This is an optimization exercise on Yosys and OpenROAD, whose aim is small area, not a production implementation. Function was checked by simulation only, so behaviour that the tests miss may differ from the original.

Setup of build 38:
==> flow/design.v (excerpt) <==
module alu_top(clk, a, b, s, result, zero);
input clk;
input [15:0] a, b;
input [3:0] s;
output reg [15:0] result;
output reg zero;
reg [15:0] a_q, b_q;
reg [3:0] s_q;
wire [15:0] alu_result;
wire alu_zero;
always @(posedge clk) begin
    a_q <= a;
    b_q <= b;
    s_q <= s;
    result <= alu_result;
    zero <= alu_zero;
end
alu u_alu(.a(a_q), .b(b_q), .s(s_q), .result(alu_result), .zero_detection(alu_zero));
endmodule
Settings: LEC_CHECK=0, CAP_MARGIN=5, CORE_MARGIN=2, CORE_UTILIZATION=65, CTS_BUF_LIST=sky130_fd_sc_hd__clkbuf_4 sky130_fd_sc_hd__clkbuf_8, GPL_TIMING_DRIVEN=0, PLACE_DENSITY=0.75, SLEW_MARGIN=5, SYNTH_HIERARCHICAL=1, SYNTH_MINIMUM_KEEP_SIZE=0; clock period 8.0 ns.
standard.sh (not shown) runs the stock make flow with config.mk's settings and CLKGATE_MAP_FILE= SYNTH_SCRIPT=/design/flow/synth_recipe.tcl, a recipe that flattens the netlist after the stock synthesis.
==> flow/flow/run.sh <==
#!/bin/bash
# The standard layout (standard.sh: the standard synthesis, then ORFS to
# finish) with three ORFS options: the smallest buffer, sky130_fd_sc_hd__buf_1,
# on every port; the buffers Yosys/ABC put in removed before placement (ORFS
# re-buffers where slew, capacitance or timing need it); ABC sizing its gates
# for a light load (ABC_LOAD_IN_FF=1), so they start small; and ORFS's power
# recovery (downsizing gates off the critical paths) after global routing.
set -euo pipefail
bash standard.sh "BUFFER_PORTS_ARGS=-buffer_cell sky130_fd_sc_hd__buf_1" REMOVE_ABC_BUFFERS=1 RECOVER_POWER=100 ABC_LOAD_IN_FF=1 finish > orfs_make.log 2>&1
diff inputs: build 38 => build 79
diff --git a/flow/flow/run.sh b/flow/flow/run.sh
--- a/flow/flow/run.sh
+++ b/flow/flow/run.sh
@@ -7,0 +8,2 @@
+# Clock tree synthesis runs with ORFS's default arguments plus
+# -dont_use_dummy_load, so it adds no load cells that drive nothing.
@@ -9 +11 @@
-bash standard.sh "BUFFER_PORTS_ARGS=-buffer_cell sky130_fd_sc_hd__buf_1" REMOVE_ABC_BUFFERS=1 RECOVER_POWER=100 ABC_LOAD_IN_FF=1 finish > orfs_make.log 2>&1
+bash standard.sh "BUFFER_PORTS_ARGS=-buffer_cell sky130_fd_sc_hd__buf_1" REMOVE_ABC_BUFFERS=1 RECOVER_POWER=100 ABC_LOAD_IN_FF=1 "CTS_ARGS=-sink_clustering_enable -repair_clock_nets -dont_use_dummy_load" finish > orfs_make.log 2>&1
diff --git a/flow/config.mk b/flow/config.mk
--- a/flow/config.mk
+++ b/flow/config.mk
@@ -10,2 +10 @@
-export CORE_UTILIZATION = 65
-export CTS_BUF_LIST = sky130_fd_sc_hd__clkbuf_4 sky130_fd_sc_hd__clkbuf_8
+export CORE_UTILIZATION = 58
@@ -13 +12 @@
-export PLACE_DENSITY = 0.75
+export PLACE_DENSITY = 0.68
Results
Build 79: no failed stages, no open violations at the end. Final cell count essentially unchanged between build 38 and build 79. Sort build 38 and build 79 by end-of-flow core utilization asc -> top: build 79. Build 79 against build 38; non-clock buffer count in the final layout is up slightly. Row final critical path time including I/O delays and setup: build 79 lower / build 38 higher.
> inputs changed (build 79 -> build 45)
diff --git a/flow/config.mk b/flow/config.mk
--- a/flow/config.mk
+++ b/flow/config.mk
@@ -10 +10 @@
-export CORE_UTILIZATION = 58
+export CORE_UTILIZATION = 65
@@ -12 +12 @@
-export PLACE_DENSITY = 0.68
+export PLACE_DENSITY = 0.75
## What came out
- Build 45 vs. build 79: worst hold slack higher, share of the clock period used by the worst path higher, non-clock buffer count lower, fraction of area in multi-input gates higher.

* * *

## north
Another version of the RTL of alu_top (not shown whole).
Size: roughly 540 cells after synthesis, about 53 flip-flops, ~54 I/O pins, roughly 5600 µm² of cells after synthesis.
Settings: LEC_CHECK=0, CAP_MARGIN=20, CORE_MARGIN=2, CORE_UTILIZATION=40, GPL_TIMING_DRIVEN=0, SLEW_MARGIN=20, SYNTH_HIERARCHICAL=1, SYNTH_MINIMUM_KEEP_SIZE=0; clock period 8.0 ns.
run.sh (not shown) runs the stock make flow with config.mk's settings and CLKGATE_MAP_FILE= SYNTH_SCRIPT=/design/flow/synth_recipe.tcl, a recipe that flattens the netlist after the stock synthesis.
Stock flow here: none of the scripts above is used.
No stage failed in north, and the final checks on the layout all came back clean.
diff inputs: north => south
==> flow/flow/run.sh (new file) <==
#!/bin/bash
# The standard layout (standard.sh: the standard synthesis, then ORFS to
# finish), with the smallest buffer, sky130_fd_sc_hd__buf_1, on every port.
set -euo pipefail
bash standard.sh "BUFFER_PORTS_ARGS=-buffer_cell sky130_fd_sc_hd__buf_1" finish > orfs_make.log 2>&1
==> flow/standard.sh (new file) <==
#!/bin/bash
# synth_recipe.tcl (not shown) runs the flow's synth.tcl, then flattens the netlist and writes it again
# the make line also repeats each setting of config.mk as NAME=value (left out here)
make -C /OpenROAD-flow-scripts/flow DESIGN_CONFIG=/design/flow/config.mk WORK_HOME=/design/flow/orfs CLKGATE_MAP_FILE= SYNTH_SCRIPT=/design/flow/synth_recipe.tcl "${@:-finish}"
removed: flow/run.sh
## What came out
When south is set beside north, its average vias per placed instance turns out to be 1.1% smaller.
Against north, the final cell area of south is lower.
Delta(number of nets in the layout, south - north) > 0
Of south and north, it is south that has the higher share of the final layout cell area in sequential cells.
Final cell count was higher in south than in north.
Looking at first-iteration detailed-routing DRC count across north and south, the one that comes out lower is north.
south: period utilization 0.28 points above north

==> afterwards: timing with drivers on the ports <==
No port has a modelled driver above. Below, the same layouts with a new extraction and two added sets of constraints. Step 1, drivers: a clkbuf_16 drives clk and a buf_2 each remaining input, both assumed. Step 2 times the ports against the registers' clock, not the clock port: input delays grow and output delays shrink by t, the midpoint of the rising clock arrivals with the driver on. Three values: ideal, step 1, step 2; two values: the first two.
| run | t, ns | setup slack, ns | cell pins on the clock port's net |
|---|---|---|---|
| build 38 | 0.330 | 0.418 / 0.418 / 0.418 | 1 |
| build 79 | 0.330 | 0.460 / 0.460 / 0.460 | 1 |
| build 45 | 0.328 | 0.305 / 0.305 / 0.305 | 1 |
| north | 0.338 | 0.200 / 0.200 / 0.200 | 1 |
| south | 0.333 | 0.177 / 0.177 / 0.177 | 1 |
After both steps setup and hold are still met in every run listed.
